Background: an optimization exercise with open tools, aiming at small area. Do not read the settings as production practice.
Only simulation tests tie the RTL to the original design; equivalence was not proved.
Power is estimated from default activity; no workload was simulated.

### design/flow/design.v
module pwm_compare #(
	parameter int unsigned CNT_WIDTH = 32
	)
	(
	input	logic							enable,
	input		logic	[CNT_WIDTH-1:0]	cnt,
	input		logic	[CNT_WIDTH-1:0]	period_cycles_eff,
	input		logic	[CNT_WIDTH-1:0]	duty_cycles,
	output	logic							pwm_o);
	logic	[CNT_WIDTH-1:0] duty_eff;
	assign duty_eff = (duty_cycles >= period_cycles_eff) ? period_cycles_eff : duty_cycles;
	assign pwm_o = (!enable) ? 1'b0 : (cnt < duty_eff);
endmodule
module pwm_timebase #(
	parameter	int	unsigned					CNT_WIDTH					=	32,
	parameter	logic		[CNT_WIDTH-1:0]	DEFAULT_PERIOD_CYCLES	=	5_000,
	parameter	int								RST_CNT_WHEN_DISABLED	=	1'b1
	)
	(
	input		logic clk,
	input		logic rst_n,
	input		logic	enable,
	input		logic	[CNT_WIDTH-1:0]	period_cycles,
	output		logic	[CNT_WIDTH-1:0]	cnt,
	output		logic					period_start,
	output		logic					period_end,
	output		logic	[CNT_WIDTH-1:0]	period_cycles_eff
	);
	logic [CNT_WIDTH-1:0] period_cycles_candidate;
	assign period_cycles_candidate		=	(period_cycles == '0)			? DEFAULT_PERIOD_CYCLES		:	period_cycles;
	assign period_cycles_eff			=	(period_cycles_candidate < CNT_WIDTH'(2)) ? CNT_WIDTH'(2)	:	period_cycles_candidate;
	assign period_start	=	enable && (cnt == 0);
	assign period_end	= 	enable && (cnt == (period_cycles_eff - CNT_WIDTH'(1)));
	always_ff @(posedge clk or negedge rst_n)
	begin
		if(!rst_n)
			cnt	<= '0;
		else
		begin
			if(!enable)
				begin
					if(RST_CNT_WHEN_DISABLED)
						cnt <= '0;
					else
						cnt <= cnt;
				end
			else
				begin
					if(cnt >= (period_cycles_eff - CNT_WIDTH'(1)))
						cnt <= '0;
					else
						cnt <= cnt + 1'b1;
				end
		end
	end
endmodule
module pwm_core_ip #(
    parameter int unsigned CNT_WIDTH                =   32,
    parameter int unsigned CHANNELS                 =   4,
    parameter int unsigned DEFAULT_PERIOD_CYCLES    =   32'd5_000)
(
   input    logic               clk,
   input    logic               rst_n,
   input    logic               enable,
   input    logic   [CHANNELS-1:0]  ch_enable_i,
   input    logic   [CNT_WIDTH-1:0] period_cycles_i,
   input    logic   [CHANNELS-1:0][CNT_WIDTH-1:0] duty_cycles_i,
   output   logic   [CNT_WIDTH-1:0] cnt,
   output   logic                   period_end,
   output   logic   [CHANNELS-1:0]  pwm_o);
logic   [CNT_WIDTH-1:0] period_active;
logic   [CNT_WIDTH-1:0] period_cycles_eff;
logic   [CHANNELS-1:0]  ch_enable_eff;
assign  period_active   = (period_cycles_i == '0)
                        ? CNT_WIDTH'(DEFAULT_PERIOD_CYCLES)
                        : period_cycles_i;
assign  ch_enable_eff   =   {CHANNELS{enable}}  & ch_enable_i;
pwm_timebase    #(
        .CNT_WIDTH(CNT_WIDTH),
        .DEFAULT_PERIOD_CYCLES(CNT_WIDTH'(DEFAULT_PERIOD_CYCLES)),
        .RST_CNT_WHEN_DISABLED(1)
    )
    u_timebase(
        .clk(clk),
        .rst_n(rst_n),
        .enable(enable),
        .period_cycles(period_active),
        .cnt(cnt),
        .period_start(),
        .period_end(period_end),
        .period_cycles_eff(period_cycles_eff)
    );
genvar  i;
generate
    for(i=0; i<CHANNELS; i++)
    begin   :   g_pwm_compare
        pwm_compare     #(
            .CNT_WIDTH(CNT_WIDTH)
        )
        u_pwmcompare(
            .enable(ch_enable_eff[i]),
            .cnt(cnt),
            .period_cycles_eff(period_cycles_eff),
            .duty_cycles(duty_cycles_i[i]),
            .pwm_o(pwm_o[i])
        );
    end
endgenerate
endmodule
module pwm_hbridge_adapter (
    input   logic   direction_i,
    input   logic   brake_i,
    input   logic   coast_i,
    input   logic   pwm_i,
    output  logic   pwm_o,
    output  logic   in1_o,
    output  logic   in2_o);
    always_comb
    begin
        pwm_o = pwm_i;
        in1_o = direction_i;
        in2_o = ~direction_i;
        if(brake_i)
        begin
            pwm_o = 1'b1;
            in1_o = 1'b1;
            in2_o = 1'b1;
        end
        else if(coast_i)
        begin
            pwm_o = 1'b1;
            in1_o = 1'b0;
            in2_o = 1'b0;
        end
    end
endmodule
module pwm_regs_common #(
    parameter   int unsigned    ADDR_W      =   12,
    parameter   int unsigned    DATA_W      =   32,
    parameter   int unsigned    CNT_W       =   32,
    parameter   int unsigned    CHANNELS    =   4,
    parameter   bit APPLY_ON_PERIOD_END =   1'b1)
(
    input   logic                       clk,
    input   logic                       rst_n,
    input   logic                       req_valid,
    output  logic                       req_ready,
    input   logic                       req_write,       
    input   logic   [ADDR_W-1:0]        req_addr,        
    input   logic   [DATA_W-1:0]        req_wdata,
    input   logic   [(DATA_W/8)-1:0]    req_wstrb,
    output  logic                       rsp_valid,
    input   logic                       rsp_ready,
    output  logic   [DATA_W-1:0]        rsp_rdata,
    output  logic                       rsp_err,         
    input   logic                       period_end_i,    
    input   logic   [CNT_W-1:0]         cnt_i,           
    output  logic                       enable_o,
    output  logic   [CHANNELS-1:0]      ch_enable_o,
    output  logic   [CNT_W-1:0]         period_cycles_o,
    output  logic   [CHANNELS-1:0][CNT_W-1:0] duty_cycles_o,
    output logic apply_commit_o);
    initial 
    begin
        if (CHANNELS > DATA_W)
        begin
            $error("pwm_regs_common: CHANNELS (%0d) must be <= DATA_W (%0d)", CHANNELS, DATA_W);
        end
    end
    localparam  logic   [ADDR_W-1:0]    REG_CTRL        =   'h00;
    localparam  logic   [ADDR_W-1:0]    REG_PERIOD      =   'h04;
    localparam  logic   [ADDR_W-1:0]    REG_APPLY       =   'h08;
    localparam  logic   [ADDR_W-1:0]    REG_CH_ENABLE   =   'h0C;
    localparam  logic   [ADDR_W-1:0]    REG_STATUS      =   'h10;
    localparam  logic   [ADDR_W-1:0]    REG_CNT         =   'h14;
    localparam  logic   [ADDR_W-1:0]    REG_DUTY_BASE   =   'h20;
	logic   [DATA_W-1:0]    ctrl_shadow;
    logic   [CNT_W-1:0]     period_shadow;
    logic   [CNT_W-1:0]     duty_shadow[CHANNELS];
    logic   [CHANNELS-1:0]  ch_enable_shadow;
	logic   [DATA_W-1:0]    ctrl_active;
    logic   [CNT_W-1:0]     period_active;
    logic   [CNT_W-1:0]     duty_active[CHANNELS];
    logic   [CHANNELS-1:0]  ch_enable_active;
    logic                   apply_pulse;          
    logic                   apply_pending;        
    logic                   safe_to_delay_apply;  
    logic                   apply_commit_now;     
    logic                   req_fire;
    logic   [DATA_W-1:0]    rdata_next;
    logic                   err_next;
    logic                   rsp_fire;
    logic           duty_addr_hit;  
    int unsigned    duty_idx;        
    assign  rsp_fire    =   rsp_valid && rsp_ready;
    assign  req_ready   =   (!rsp_valid) || (rsp_fire);
    assign  req_fire    =   req_valid && req_ready;
    logic   [DATA_W-1:0]    ch_enable_merged;
    function automatic logic [DATA_W-1:0] merge_wstrb(
        input   logic   [DATA_W-1:0]        old_val,
        input   logic   [DATA_W-1:0]        new_val,
        input   logic   [(DATA_W/8)-1:0]    strb);
        logic [DATA_W-1:0] write_mask;
        begin
            write_mask = {
                {8{strb[3]}},
                {8{strb[2]}},
                {8{strb[1]}},
                {8{strb[0]}}
            };
            merge_wstrb = (old_val & ~write_mask) | (new_val & write_mask);
        end
    endfunction
    always_comb
    begin
        duty_addr_hit   =   1'b0;
        duty_idx        =   0;
        if( (req_addr >= REG_DUTY_BASE) &&
            (req_addr <  (REG_DUTY_BASE + CHANNELS*4)) &&
            (req_addr[1:0]  ==  2'b00))
        begin
            duty_addr_hit   =   1'b1;
            duty_idx        =   (req_addr   -   REG_DUTY_BASE) >> 2;
        end
    end
    always_comb 
	begin
        rdata_next = '0;
        err_next   = 1'b0;
        if(duty_addr_hit)
        begin
            rdata_next  =   duty_shadow[duty_idx];
        end
        else
        begin
            unique case (req_addr)
                REG_CTRL:
                begin
                    rdata_next = ctrl_shadow;  
                end
                REG_PERIOD:
                begin
                    rdata_next = period_shadow;
                end
                REG_CH_ENABLE:
                begin
                    rdata_next  =   '0;  
                    rdata_next[CHANNELS-1:0]    =   ch_enable_shadow;
                end
                REG_APPLY:
                begin
                    rdata_next = '0;
                end
                REG_STATUS:
                begin
                    rdata_next[0] = period_end_i;
                    rdata_next[1] = apply_pending;
                    rdata_next[2] = ctrl_active[0];  
                end
                REG_CNT:
                begin
                    rdata_next = cnt_i;
                end
                default:
                begin
                    rdata_next = '0;
                    err_next   = 1'b1;
                end
            endcase
        end
    end
    always_comb
	begin
        apply_pulse = 1'b0;
        if(req_fire && req_write && (req_addr == REG_APPLY))
		begin
            if(req_wstrb[0] && req_wdata[0])
                apply_pulse = 1'b1;
        end
    end
    always_comb
	begin
        safe_to_delay_apply = ctrl_active[0] && (period_active != '0);
        apply_commit_now = 1'b0;
        if(APPLY_ON_PERIOD_END)
		begin
            if(apply_pulse || apply_pending)
			begin
                if(!safe_to_delay_apply)
                    apply_commit_now = 1'b1;    
                else if(period_end_i)
                    apply_commit_now = 1'b1;    
            end
        end
        else
		begin
            apply_commit_now = apply_pulse;     
        end
    end
    always_comb
    begin
        ch_enable_merged    = merge_wstrb(
            {{(DATA_W-CHANNELS){1'b0}},ch_enable_shadow},
            req_wdata,
            req_wstrb);
    end
    integer k;
    always_ff @(posedge clk or negedge rst_n)
	begin
        if(!rst_n)
		begin
            ctrl_shadow		    <=  '0;
            ch_enable_shadow    <=  '0;
            period_shadow	    <=  '0;
            for(k=0; k<CHANNELS; k++)
            begin
                duty_shadow[k]  <=  '0;
                duty_active[k]  <=  '0;
            end
            ctrl_active		    <=  '0;
            ch_enable_active    <=  '0;
            period_active	    <=  '0;
            apply_pending	<=  1'b0;
            rsp_valid		<=  1'b0;
            rsp_rdata		<=  '0;
            rsp_err			<=  1'b0;
        end
        else
		begin
            if (rsp_fire)
            begin
                rsp_valid <= 1'b0;
            end
            if(apply_commit_now)
			begin
                ctrl_active		    <=  ctrl_shadow;
                ch_enable_active    <=  ch_enable_shadow;
                period_active	    <=  period_shadow;
                for(k=0;k<CHANNELS;k++)
                begin
                    duty_active[k] <= duty_shadow[k];
                end
                apply_pending	    <=  1'b0;
            end
            else if(apply_pulse && APPLY_ON_PERIOD_END && safe_to_delay_apply)
            begin
                apply_pending   <=   1'b1;
            end
            if (req_fire)
			begin
                rsp_valid <= 1'b1;
                rsp_err   <= err_next;
                rsp_rdata <= rdata_next;
                if (req_write)
				begin
                    if(duty_addr_hit)
                    begin
                        duty_shadow[duty_idx]   <=  merge_wstrb(
                            duty_shadow[duty_idx],
                            req_wdata,
                            req_wstrb);
                    end
                    else
                    begin
                        unique case (req_addr)
                            REG_CTRL:
                            begin
                                ctrl_shadow <= merge_wstrb(ctrl_shadow, req_wdata, req_wstrb);
                            end
                            REG_PERIOD:
                            begin
                                period_shadow <= merge_wstrb(period_shadow, req_wdata, req_wstrb);
                            end
                            REG_CH_ENABLE:
                            begin
                                ch_enable_shadow    <=  ch_enable_merged[CHANNELS-1:0];
                            end
                            REG_APPLY:
                            begin
                            end
                            default:
                            begin
                            end
                        endcase
                    end
                end
            end
        end
    end
    assign  enable_o            =   ctrl_active[0];  
    assign  ch_enable_o         =   ch_enable_active;
    assign  period_cycles_o     =   period_active;
    assign apply_commit_o       =   apply_commit_now;
    genvar idx;
    generate
        for(idx=0; idx<CHANNELS;idx++) begin : g_duty_out
            assign  duty_cycles_o[idx]  =   duty_active[idx];
        end
    endgenerate
endmodule
module pwm_regs_hbridge_ext #(
    parameter int unsigned ADDR_W   = 12,
    parameter int unsigned DATA_W   = 32,
    parameter int unsigned CHANNELS = 4)
    (
    input  logic                    clk,
    input  logic                    rst_n,
    input  logic                    wr_en,
    input  logic [ADDR_W-1:0]       addr,
    input  logic [DATA_W-1:0]       wdata,
    input  logic [(DATA_W/8)-1:0]   wstrb,
    input  logic                    apply_commit_i,
    output logic                    reg_hit_o,
    output logic [DATA_W-1:0]       rdata_o,
    output logic [CHANNELS-1:0]     dir_mask_o,
    output logic [CHANNELS-1:0]     brake_mask_o,
    output logic [CHANNELS-1:0]     coast_mask_o);
        initial
        begin
            if (CHANNELS > DATA_W) begin
                $error("pwm_regs_hbridge_ext: CHANNELS (%0d) must be <= DATA_W (%0d)",
                    CHANNELS, DATA_W);
        end
    end
    localparam logic [ADDR_W-1:0] REG_DIR_MASK   = 'h40;
    localparam logic [ADDR_W-1:0] REG_BRAKE_MASK = 'h44;
    localparam logic [ADDR_W-1:0] REG_COAST_MASK = 'h48;
    logic [CHANNELS-1:0] dir_shadow;
    logic [CHANNELS-1:0] brake_shadow;
    logic [CHANNELS-1:0] coast_shadow;
    logic [CHANNELS-1:0] dir_active;
    logic [CHANNELS-1:0] brake_active;
    logic [CHANNELS-1:0] coast_active;
    logic [DATA_W-1:0] dir_merged;
    logic [DATA_W-1:0] brake_merged;
    logic [DATA_W-1:0] coast_merged;
    function automatic logic [DATA_W-1:0] merge_wstrb(
        input logic [DATA_W-1:0]        old_val,
        input logic [DATA_W-1:0]        new_val,
        input logic [(DATA_W/8)-1:0]    strb
    );
        logic [DATA_W-1:0] write_mask;
        begin
            write_mask = {
                {8{strb[3]}},
                {8{strb[2]}},
                {8{strb[1]}},
                {8{strb[0]}}
            };
            merge_wstrb = (old_val & ~write_mask) | (new_val & write_mask);
        end
    endfunction
    always_comb
    begin
        dir_merged = merge_wstrb(
            {{(DATA_W-CHANNELS){1'b0}}, dir_shadow},
            wdata,
            wstrb
        );
        brake_merged = merge_wstrb(
            {{(DATA_W-CHANNELS){1'b0}}, brake_shadow},
            wdata,
            wstrb
        );
        coast_merged = merge_wstrb(
            {{(DATA_W-CHANNELS){1'b0}}, coast_shadow},
            wdata,
            wstrb
        );
    end
    always_comb
    begin
        reg_hit_o = 1'b0;
        rdata_o   = '0;
        unique case (addr)
            REG_DIR_MASK:
            begin
                reg_hit_o = 1'b1;
                rdata_o   = '0;
                rdata_o[CHANNELS-1:0] = dir_shadow;
            end
            REG_BRAKE_MASK:
            begin
                reg_hit_o = 1'b1;
                rdata_o   = '0;
                rdata_o[CHANNELS-1:0] = brake_shadow;
            end
            REG_COAST_MASK:
            begin
                reg_hit_o = 1'b1;
                rdata_o   = '0;
                rdata_o[CHANNELS-1:0] = coast_shadow;
            end
            default:
            begin
                reg_hit_o = 1'b0;
                rdata_o   = '0;
            end
        endcase
    end
    always_ff @(posedge clk or negedge rst_n)
    begin
        if (!rst_n)
        begin
            dir_shadow   <= '0;
            brake_shadow <= '0;
            coast_shadow <= '0;
            dir_active   <= '0;
            brake_active <= '0;
            coast_active <= '0;
        end
        else
        begin
            if (apply_commit_i)
            begin
                dir_active   <= dir_shadow;
                brake_active <= brake_shadow;
                coast_active <= coast_shadow;
            end
            if (wr_en && reg_hit_o)
            begin
                unique case (addr)
                    REG_DIR_MASK:
                    begin
                        dir_shadow <= dir_merged[CHANNELS-1:0];
                    end
                    REG_BRAKE_MASK:
                    begin
                        brake_shadow <= brake_merged[CHANNELS-1:0];
                    end
                    REG_COAST_MASK:
                    begin
                        coast_shadow <= coast_merged[CHANNELS-1:0];
                    end
                    default:
                    begin
                    end
                endcase
            end
        end
    end
    assign  dir_mask_o      =   dir_active;
    assign  brake_mask_o    =   brake_active;
    assign  coast_mask_o    =   coast_active;
endmodule
module pwm_subsystem_motor #(
    parameter int unsigned ADDR_W       = 12,
    parameter int unsigned DATA_W       = 32,
    parameter int unsigned CNT_W        = 32,
    parameter int unsigned CHANNELS     = 4,
    parameter bit APPLY_ON_PERIOD_END   = 1'b1)
    (
    input   logic                       clk,
    input   logic                       rst_n,
    input   logic                       req_valid,
    output  logic                       req_ready,
    input   logic                       req_write,
    input   logic   [ADDR_W-1:0]        req_addr,
    input   logic   [DATA_W-1:0]        req_wdata,
    input   logic   [(DATA_W/8)-1:0]    req_wstrb,
    output  logic                       rsp_valid,
    input   logic                       rsp_ready,
    output  logic   [DATA_W-1:0]        rsp_rdata,
    output  logic                       rsp_err,
    output  logic   [CNT_W-1:0]         cnt,
    output  logic                       period_end,
    output  logic   [CHANNELS-1:0]      pwm_o,
    output  logic   [CHANNELS-1:0]      in1_o,
    output  logic   [CHANNELS-1:0]      in2_o
);
    logic                               enable;
    logic   [CHANNELS-1:0]              ch_enable;
    logic   [CNT_W-1:0]                 period_cycles;
    logic   [CHANNELS-1:0][CNT_W-1:0]   duty_cycles;
    logic                               apply_commit;
    logic   [CHANNELS-1:0]              dir_mask;
    logic   [CHANNELS-1:0]              brake_mask;
    logic   [CHANNELS-1:0]              coast_mask;
    logic   [CHANNELS-1:0]              pwm_raw;
    logic                               common_req_valid;
    logic                               common_req_ready;
    logic                               common_rsp_valid;
    logic                               common_rsp_ready;
    logic   [DATA_W-1:0]                common_rsp_rdata;
    logic                               common_rsp_err;
    logic                               ext_wr_en;
    logic                               ext_reg_hit;
    logic   [DATA_W-1:0]                ext_rdata;
    logic                               pending_common;
    logic                               ext_rsp_valid_reg;
    logic   [DATA_W-1:0]                ext_rsp_rdata_reg;
    logic                               ext_rsp_err_reg;
    logic                               idle;
    logic                               route_to_ext;
    logic                               req_fire;
    assign  idle         = !pending_common && !ext_rsp_valid_reg;
    assign route_to_ext = ext_reg_hit;
    assign req_ready = idle && (route_to_ext ? 1'b1 : common_req_ready);
    assign req_fire  = req_valid && req_ready;
    assign common_req_valid = req_valid && idle && !route_to_ext;
    assign common_rsp_ready = pending_common && rsp_ready;
    assign ext_wr_en = req_fire && route_to_ext && req_write;
    pwm_regs_common #(
        .ADDR_W(ADDR_W),
        .DATA_W(DATA_W),
        .CNT_W(CNT_W),
        .CHANNELS(CHANNELS),
        .APPLY_ON_PERIOD_END(APPLY_ON_PERIOD_END))
    u_pwm_regs_common(
        .clk(clk),
        .rst_n(rst_n),
        .req_valid(common_req_valid),
        .req_ready(common_req_ready),
        .req_write(req_write),
        .req_addr(req_addr),
        .req_wdata(req_wdata),
        .req_wstrb(req_wstrb),
        .rsp_valid(common_rsp_valid),
        .rsp_ready(common_rsp_ready),
        .rsp_rdata(common_rsp_rdata),
        .rsp_err(common_rsp_err),
        .period_end_i(period_end),
        .cnt_i(cnt),
        .enable_o(enable),
        .ch_enable_o(ch_enable),
        .period_cycles_o(period_cycles),
        .duty_cycles_o(duty_cycles),
        .apply_commit_o(apply_commit)
    );
    pwm_regs_hbridge_ext #(
        .ADDR_W(ADDR_W),
        .DATA_W(DATA_W),
        .CHANNELS(CHANNELS))
    u_pwm_regs_hbridge_ext(
        .clk(clk),
        .rst_n(rst_n),
        .wr_en(ext_wr_en),
        .addr(req_addr),
        .wdata(req_wdata),
        .wstrb(req_wstrb),
        .apply_commit_i(apply_commit),
        .reg_hit_o(ext_reg_hit),
        .rdata_o(ext_rdata),
        .dir_mask_o(dir_mask),
        .brake_mask_o(brake_mask),
        .coast_mask_o(coast_mask)
    );
    pwm_core_ip #(
        .CNT_WIDTH(CNT_W),
        .CHANNELS(CHANNELS)
    ) u_pwm_core_ip (
        .clk(clk),
        .rst_n(rst_n),
        .enable(enable),
        .ch_enable_i(ch_enable),
        .period_cycles_i(period_cycles),
        .duty_cycles_i(duty_cycles),
        .cnt(cnt),
        .period_end(period_end),
        .pwm_o(pwm_raw)
    );
    genvar i;
    generate
        for (i = 0; i < CHANNELS; i++)
        begin : g_hbridge
            pwm_hbridge_adapter u_pwm_hbridge_adapter
            (
                .direction_i(dir_mask[i]),
                .brake_i(brake_mask[i]),
                .coast_i(coast_mask[i]),
                .pwm_i(pwm_raw[i]),
                .pwm_o(pwm_o[i]),
                .in1_o(in1_o[i]),
                .in2_o(in2_o[i])
            );
        end
    endgenerate
    always_ff @(posedge clk or negedge rst_n)
    begin
        if (!rst_n)
        begin
            pending_common      <= 1'b0;
            ext_rsp_valid_reg   <= 1'b0;
            ext_rsp_rdata_reg   <= '0;
            ext_rsp_err_reg     <= 1'b0;
        end
        else
        begin
            if (ext_rsp_valid_reg && rsp_ready && !pending_common)
            begin
                ext_rsp_valid_reg <= 1'b0;
            end
            if (req_fire && !route_to_ext)
            begin
                pending_common <= 1'b1;
            end
            else if (pending_common && common_rsp_valid && rsp_ready)
            begin
                pending_common <= 1'b0;
            end
            if (req_fire && route_to_ext)
            begin
                ext_rsp_valid_reg <= 1'b1;
                ext_rsp_rdata_reg <= ext_rdata;
                ext_rsp_err_reg   <= 1'b0;
            end
        end
    end
    assign rsp_valid = pending_common ? common_rsp_valid : ext_rsp_valid_reg;
    assign rsp_rdata = pending_common ? common_rsp_rdata : ext_rsp_rdata_reg;
    assign rsp_err   = pending_common ? common_rsp_err   : ext_rsp_err_reg;
endmodule
module  axi_lite_pwm_motor    #(
    parameter   int unsigned    AXI_ADDR_W              =   12,
    parameter   int unsigned    AXI_DATA_W              =   32,
    parameter   int unsigned    CNT_W                   =   32,
    parameter   int unsigned    CHANNELS                =   4,
    parameter   bit             APPLY_ON_PERIOD_END     =   1'b1)
    (
    input   logic                   clk,
    input   logic                   rst_n,
    input   logic   [AXI_ADDR_W-1:0]            s_axil_awaddr,
    input   logic                               s_axil_awvalid,
    output  logic                               s_axil_awready,
    input   logic   [AXI_DATA_W-1:0]            s_axil_wdata,
    input   logic   [(AXI_DATA_W/8)-1:0]        s_axil_wstrb,
    input   logic                               s_axil_wvalid,
    output  logic                               s_axil_wready,
    output  logic   [1:0]                       s_axil_bresp,
    output  logic                               s_axil_bvalid,
    input   logic                               s_axil_bready,
    input   logic   [AXI_ADDR_W-1:0]            s_axil_araddr,
    input   logic                               s_axil_arvalid,
    output  logic                               s_axil_arready,
    output  logic   [AXI_DATA_W-1:0]            s_axil_rdata,
    output  logic   [1:0]                       s_axil_rresp,
    output  logic                               s_axil_rvalid,
    input   logic                               s_axil_rready,
    output  logic   [CNT_W-1:0]                 cnt,
    output  logic                               period_end,
    output  logic   [CHANNELS-1:0]              pwm_o,
    output  logic   [CHANNELS-1:0]              in1_o,
    output  logic   [CHANNELS-1:0]              in2_o);
    localparam  logic   [1:0]   AXI_RESP_OKAY       =   2'b00;
    localparam  logic   [1:0]   AXI_RESP_SLVERR     =   2'b10;
    logic                           req_valid;
    logic                           req_ready;
    logic                           req_write;
    logic   [AXI_ADDR_W-1:0]        req_addr;
    logic   [AXI_DATA_W-1:0]        req_wdata;
    logic   [(AXI_DATA_W/8)-1:0]    req_wstrb;
    logic                           rsp_valid;
    logic                           rsp_ready;
    logic   [AXI_DATA_W-1:0]        rsp_rdata;
    logic                           rsp_err;   
    typedef enum logic  [3:0]
    {
        IDLE,
        WR_WAIT_DATA,
        WR_WAIT_ADDR,
        WR_ISSUE,
        WR_WAIT_RSP,
        WR_SEND_B,
        RD_ISSUE,
        RD_WAIT_RSP,
        RD_SEND_R
    }   state_t;
    state_t current_state, next_state;
    logic   [AXI_ADDR_W-1:0]        awaddr_reg;
    logic   [AXI_DATA_W-1:0]        wdata_reg;
    logic   [(AXI_DATA_W/8)-1:0]    wstrb_reg;
    logic   [AXI_ADDR_W-1:0]        araddr_reg;
    logic   [1:0]                   bresp_reg;
    logic   [AXI_DATA_W-1:0]        rdata_reg;
    logic   [1:0]                   rresp_reg;
    logic aw_fire, w_fire, ar_fire, b_fire, r_fire;
    assign  aw_fire =   s_axil_awvalid  &&  s_axil_awready;
    assign  w_fire  =   s_axil_wvalid   &&  s_axil_wready;
    assign  ar_fire =   s_axil_arvalid  &&  s_axil_arready;
    assign  b_fire  =   s_axil_bvalid   &&  s_axil_bready;
    assign  r_fire  =   s_axil_rvalid   &&  s_axil_rready;
    logic   req_fire,   rsp_fire;
    assign  req_fire    =   req_valid   &&  req_ready;
    assign  rsp_fire    =   rsp_valid   &&  rsp_ready;
    pwm_subsystem_motor #(
        .ADDR_W(AXI_ADDR_W),
        .DATA_W(AXI_DATA_W),
        .CNT_W(CNT_W),
        .CHANNELS(CHANNELS),
        .APPLY_ON_PERIOD_END(APPLY_ON_PERIOD_END))
        u_pwm_subsystem (
        .clk(clk),
        .rst_n(rst_n),
        .req_valid(req_valid),
        .req_ready(req_ready),
        .req_write(req_write),
        .req_addr(req_addr),
        .req_wdata(req_wdata),
        .req_wstrb(req_wstrb),
        .rsp_valid(rsp_valid),
        .rsp_ready(rsp_ready),
        .rsp_rdata(rsp_rdata),
        .rsp_err(rsp_err),
        .cnt(cnt),
        .period_end(period_end),
        .pwm_o(pwm_o),
        .in1_o(in1_o),
        .in2_o(in2_o));  
    always_ff   @(posedge clk or negedge rst_n)
    begin
        if(!rst_n)
            current_state   <=  IDLE;
        else
            current_state   <=  next_state;
    end
    always_ff   @(posedge   clk or  negedge rst_n)
    begin
        if(!rst_n)
        begin
            awaddr_reg  <=  '0;
            wdata_reg   <=  '0;
            wstrb_reg   <=  '0;
            araddr_reg  <=  '0;
            bresp_reg   <=  AXI_RESP_OKAY;
            rdata_reg   <=  '0;
            rresp_reg   <=  AXI_RESP_OKAY;
        end
        else
        begin
            if(aw_fire)
            begin
                awaddr_reg  <=  s_axil_awaddr;
            end
            if(w_fire)
            begin
                wdata_reg   <=  s_axil_wdata;
                wstrb_reg   <=  s_axil_wstrb;
            end
            if(ar_fire)
            begin
                araddr_reg  <=  s_axil_araddr;
            end
            if((current_state   ==  WR_WAIT_RSP) && rsp_fire)
            begin
                bresp_reg   <=  rsp_err ?   AXI_RESP_SLVERR :   AXI_RESP_OKAY;
            end
            if((current_state   ==  RD_WAIT_RSP)    &&  rsp_fire)
            begin
                rdata_reg   <=  rsp_rdata;
                rresp_reg   <=  rsp_err ?   AXI_RESP_SLVERR :   AXI_RESP_OKAY;
            end
        end
    end
    always_comb
    begin
        next_state  =   current_state;
        unique  case    (current_state)
            IDLE:
            begin
                if(aw_fire  && w_fire)
                    next_state  =   WR_ISSUE;
                else if(aw_fire)
                    next_state  =   WR_WAIT_DATA;
                else if(w_fire)
                    next_state  =   WR_WAIT_ADDR;
                else if(ar_fire)
                    next_state  =   RD_ISSUE;
            end
            WR_WAIT_DATA:
            begin
                if(w_fire)
                    next_state  =   WR_ISSUE;
            end
            WR_WAIT_ADDR:
            begin
                if(aw_fire)
                    next_state  =   WR_ISSUE;
            end
            WR_ISSUE:
            begin
                if(req_fire)
                    next_state  =   WR_WAIT_RSP;
            end
            WR_WAIT_RSP:
            begin
                if(rsp_fire)
                    next_state  =   WR_SEND_B;
            end
            WR_SEND_B:
            begin
                if(b_fire)
                    next_state  =   IDLE;
            end
            RD_ISSUE:
            begin
                if(req_fire)
                    next_state  =   RD_WAIT_RSP;
            end
            RD_WAIT_RSP:
            begin
                if(rsp_fire)
                    next_state  =   RD_SEND_R;
            end
            RD_SEND_R:
            begin
                if(r_fire)
                    next_state  =   IDLE;
            end
            default:
            begin
                next_state  =   IDLE;
            end
        endcase
    end
    always_comb
    begin
        s_axil_awready  =   1'b0;
        s_axil_wready   =   1'b0;
        s_axil_arready  =   1'b0;
        s_axil_bvalid   =   1'b0;
        s_axil_bresp    =   bresp_reg;
        s_axil_rvalid   =   1'b0;
        s_axil_rdata    =   rdata_reg;
        s_axil_rresp    =   rresp_reg;
        req_valid       =   1'b0;
        req_write       =   1'b0;
        req_addr        =   '0;
        req_wdata       =   '0;
        req_wstrb       =   '0;
        rsp_ready       =   1'b0;
        unique case (current_state)
            IDLE: 
            begin
                s_axil_awready  =   1'b1;
                s_axil_wready   =   1'b1;
                s_axil_arready  =   1'b1;
            end
            WR_WAIT_DATA:
            begin
                s_axil_wready   =   1'b1;
            end
            WR_WAIT_ADDR:
            begin
                s_axil_awready  =   1'b1;
            end
            WR_ISSUE:
            begin
                req_valid   =   1'b1;
                req_write   =   1'b1;
                req_addr    =   awaddr_reg;
                req_wdata   =   wdata_reg;
                req_wstrb   =   wstrb_reg;
            end
            WR_WAIT_RSP:
            begin
                rsp_ready   =   1'b1;
            end
            WR_SEND_B:
            begin
                s_axil_bvalid   =   1'b1;
                s_axil_bresp    =   bresp_reg;
            end
            RD_ISSUE:
            begin
                req_valid   =   1'b1;
                req_write   =   1'b0;
                req_addr    =   araddr_reg;
            end
            RD_WAIT_RSP:
            begin
                rsp_ready   =   1'b1;
            end
            RD_SEND_R:
            begin
                s_axil_rvalid   =   1'b1;
                s_axil_rdata    =   rdata_reg;
                s_axil_rresp    =   rresp_reg;
            end
            default:
            begin
            end
        endcase
    end
endmodule
### design/flow/run.sh
#!/bin/bash
# synth_recipe.tcl (not shown) runs the flow's synth.tcl, then flattens the netlist and writes it again
# the make line also repeats each setting of config.mk as NAME=value (left out here)
make -C /OpenROAD-flow-scripts/flow DESIGN_CONFIG=/design/flow/config.mk WORK_HOME=/design/flow/orfs CLKGATE_MAP_FILE= SYNTH_SCRIPT=/design/flow/synth_recipe.tcl finish
### design/flow/config.mk
export PLATFORM = sky130hd
export DESIGN_NAME = axi_lite_pwm_motor
export DESIGN_NICKNAME = axi_lite_pwm_motor
export VERILOG_FILES = /design/flow/design.v
export SDC_FILE = /design/flow/constraint.sdc
export NUM_CORES = 4
export LEC_CHECK = 0
export CAP_MARGIN = 20
export CORE_MARGIN = 2
export CORE_UTILIZATION = 40
export SLEW_MARGIN = 20
### design/flow/constraint.sdc
create_clock -name core_clock -period 12.0 [get_ports {clk}]
set_input_delay 2.4000 -clock core_clock [delete_from_list [all_inputs] [get_ports {clk}]]
set_output_delay 2.4000 -clock core_clock [all_outputs]
set_load 0.01 [all_outputs]
==> flow_summary.yaml <==
flow_run:
  cap_violations: 0
sta:
  slew_violations: 0
  max_freq_mhz: 89.6
  finClkSkew_ns: 0.0247
  hold_violations: 0
  tightest_slew_ns: 1.10
  timing.hold.ws_ns: 0.470
  final.period_utilization_pct: 93.0
  setup_ws_ns: 0.841
  rsz0062_at_grt: "false"
  relSlewSlack_pct: 25.8
  setup_viol: 0
  period_needed_ns: 11.16
  fin_setup_tns_ns: 0
logic_synthesis:
  synth_area_mm2: 0.0325
  synth_enable_flop_cells: 0
  syn_inst: 2992
  seq_area_frac_synth_pct: 42.8
  ys_types: 86
  synth_area_per_cell_um2: 10.9
  yosys_most_used_dff: "dfrtp_1"
  async_reset_ff_share_pct: 100
  ys.warnings.count: 8
  synth_seq_cells: 556
route:
  vias_per_cell: 6.04
  drc: 0
  wire_per_inst_um: 27.1
  wl_um: 113000
  via_count: 25259
  ant_nets: 0
  drtIter0Drc: 2700
  first_pass_iters: 9
layout:
  layout_commonest_cell: "dfrtp_1"
  area_delta_synth_final_pct: 14.0
  drive_above_1_share_pct: 15.6
  fin_area_mm2: 0.0370
  n_fill_cell: 7422
  layout_common_cells: "dfrtp_1, nand2_1, mux2_2, ha_1, clkdlybuf4s50_1"
  nets: 3429
clock_network:
  cts_resized: 0
  clk_pin_slew_ns: 0.06
  cts_tree: "yes"
  cts_root_buffer: "clkbuf_16"
  insertion_delay_ns: 0.66
  postCtsHoldBufs: 0
  cts_buffers: 61
  htree_levels: 2
  clock-sinks: 556
  cts_setup_buffers: 0
  clk_path_buf_depth: 3
global_route:
  antenna_found_initial: 0
  grt.total_usage_pct: 27.1
  grt_max_degree: 167
  grt_pass1_vias: 25484
  grt_overflow: 0
  grt_pass1_wl_um: 170000
floorplan:
  initial_core_util_pct: 40.4
  io-pin-count: 153
  die_y_um: 289
  core_area_mm2: 0.0804
  die-area_mm2: 0.0835
  die_w_um: 289
  rows: 104
worst_hold_path:
  hold_end: "rdata_reg[13]$_DFFE_PN0P_"
  hold_class: "flop to flop"
  hp-start: "rdata_reg[13]$_DFFE_PN0P_"
  hold_depth: 2
critical_path:
  end_kind: "primary output"
  cp.required_ns: 9.60
  cp_slowest_cell: "o41ai_2"
  r2r_cells: 18
  start_kind: "flop"
  worst-setup-path-type: "flop to primary output"
  worstPathMaxFanout: 18
  cp_data_arrival_time_ns: 8.76
  worst_path_largest_cell_delay_ns: 0.87
  r2r_slack_ns: 3.20
  crit_chain: "nor4_1 -> nand4_1 -> o41ai_2 -> inv_1 -> ha_1 -> nand2b_1 -> a2111o_1 -> a21oi_1 -> o211ai_1 -> a21oi_4 -> buf_4 -> mux2i_1 -> ha_1 -> a21o_1 -> a21o_1 -> a21oi_1 -> o21ai_0 -> o2111ai_1 -> nand4_1 -> a221oi_1 -> clkdlybuf4s50_1"
place:
  dp_slack_ns: 1.59
  gp_congestion: 0.965
  post_dp_cell_area_mm2: 0.0349
  io_buffers: 150
  dp_hpwl_um: 84500
pwr:
  vdd_drop_max_mv: 0.154
  power_density_mw_per_mm2: 132
  power.leakage_uw: 0.0179
  total_power_uw: 4890
outcome:
  status: "timing/DRC/antenna clean"
## synth_stat cells (all sizes together), types with 40 or more instances
| master | number | share of area (%) |
|---|---|---|
| o21ai | 121 | 1.9 |
| nor2 | 114 | 1.3 |
| nand3 | 61 | 0.94 |
| nand4 | 56 | 1.1 |
| inv | 55 | 0.64 |
| mux2i | 129 | 4.0 |
| xnor2 | 41 | 1.1 |
| a21oi | 118 | 1.8 |
| mux2 | 416 | 15 |
| nor3 | 80 | 1.3 |
| clkbuf | 105 | 1.2 |
| buf | 69 | 1.5 |
| ha | 286 | 11 |
| nand2 | 326 | 3.8 |
| a21o | 61 | 1.4 |
| dfrtp | 556 | 43 |
| a31oi | 40 | 0.77 |
## report_power, final
group	leakage, uW	switching, uW	internal, uW
Sequential	0.00763	123	1990
Clock	0.00103	819	1140
Combinational	0.00924	533	288
Total	0.0179	1480	3420
## final cells by class
cell class	instances	area, um2	share of cell area (%)
diodes	1	2.50	0.00676
clock buffers	88	1820	4.92
clock inverters	18	262	0.707
inverters	55	206	0.558
multi-input cells	2208	17600	47.6
flip-flops and latches	556	13900	37.6
well taps	1060	1330	3.58
repair buffers	194	1850	5.00
## critical path: cells and delay by family (launching register included)
kind                     cells  cell delay (ns)
AO/OA/AOI/OAI               11             3.90
flip-flops                   1             0.54
AND/OR/NAND/NOR              4             1.39
buffers and inverters        3             1.34
multiplexers                 1             0.30
adder cells (fa/ha/maj)      2             0.62
## how the worst max path moves through the flow
stage          start       end  slack (ns)  cells past startpoint
2_1_floorplan   flop  pwm_o[2]        3.56                     26
3_3_place_gp    flop  pwm_o[3]        1.68                     21
3_5_place_dp    flop  pwm_o[3]        1.59                     21
4_1_cts         flop  pwm_o[3]        0.86                     21
5_1_grt         flop  pwm_o[3]        0.39                     21
6_report        flop  pwm_o[3]        0.84                     21
## metrics by stage
| step | instances | util [%] |
|---|---|---|
| 6_report | 4180 | 46.0 |
| 5_1_grt | 4179 | 46.0 |
| 4_1_cts | 4178 | 46.0 |
| 3_5_place_dp | 4072 | 43.4 |
| 3_3_place_gp | 4072 | 43.4 |
| 2_1_floorplan | 2993 | - |
## routing by layer
metal,wire length (um),track usage (%),vias up
met1,52900,40.4,13002
met3,8290,4.32,147
met5,0,0,-
met4,2340,6.22,0
li1,-,-,11183
met2,49600,41.2,927
## cells by family after synthesis
| kind of cell | Yosys count | share of synthesized area (%) |
|---|---|---|
| AO/OA/AOI/OAI | 537 | 11.0 |
| multiplexers | 545 | 18.5 |
| other | 1 | 0.0115 |
| flip-flops | 556 | 42.8 |
| buffers and inverters | 229 | 3.34 |
| adder cells (fa/ha/maj) | 286 | 11.0 |
| AND/OR/NAND/NOR | 781 | 11.7 |
| XOR/XNOR | 57 | 1.54 |

## port drivers added, routing unchanged
The results above use ideal ports. As a check the final layout listed here was re-extracted and re-timed, cells and wires unchanged.
Step 1: set_driving_cell puts a clkbuf_16 on clk and a buf_2 on each other input, an assumption about the parent block.
Step 2, shift: input delay + t, output delay - t, t = (earliest + latest rising clock arrival at the registers) / 2. This alone moves slack from input paths to output paths.
Slacks: no drivers / after step 1 / after step 2; pairs: no drivers / after step 1.
t, ns: 0.712
setup slack, ns: 0.841 / 0.772 / 1.485
worst hold slack (ns): 0.470 / 0.470 / 0.470
After both steps this run still meets setup and hold. The setup slack of this run moves by -0.069 ns with the drivers and by +0.644 ns with both steps.
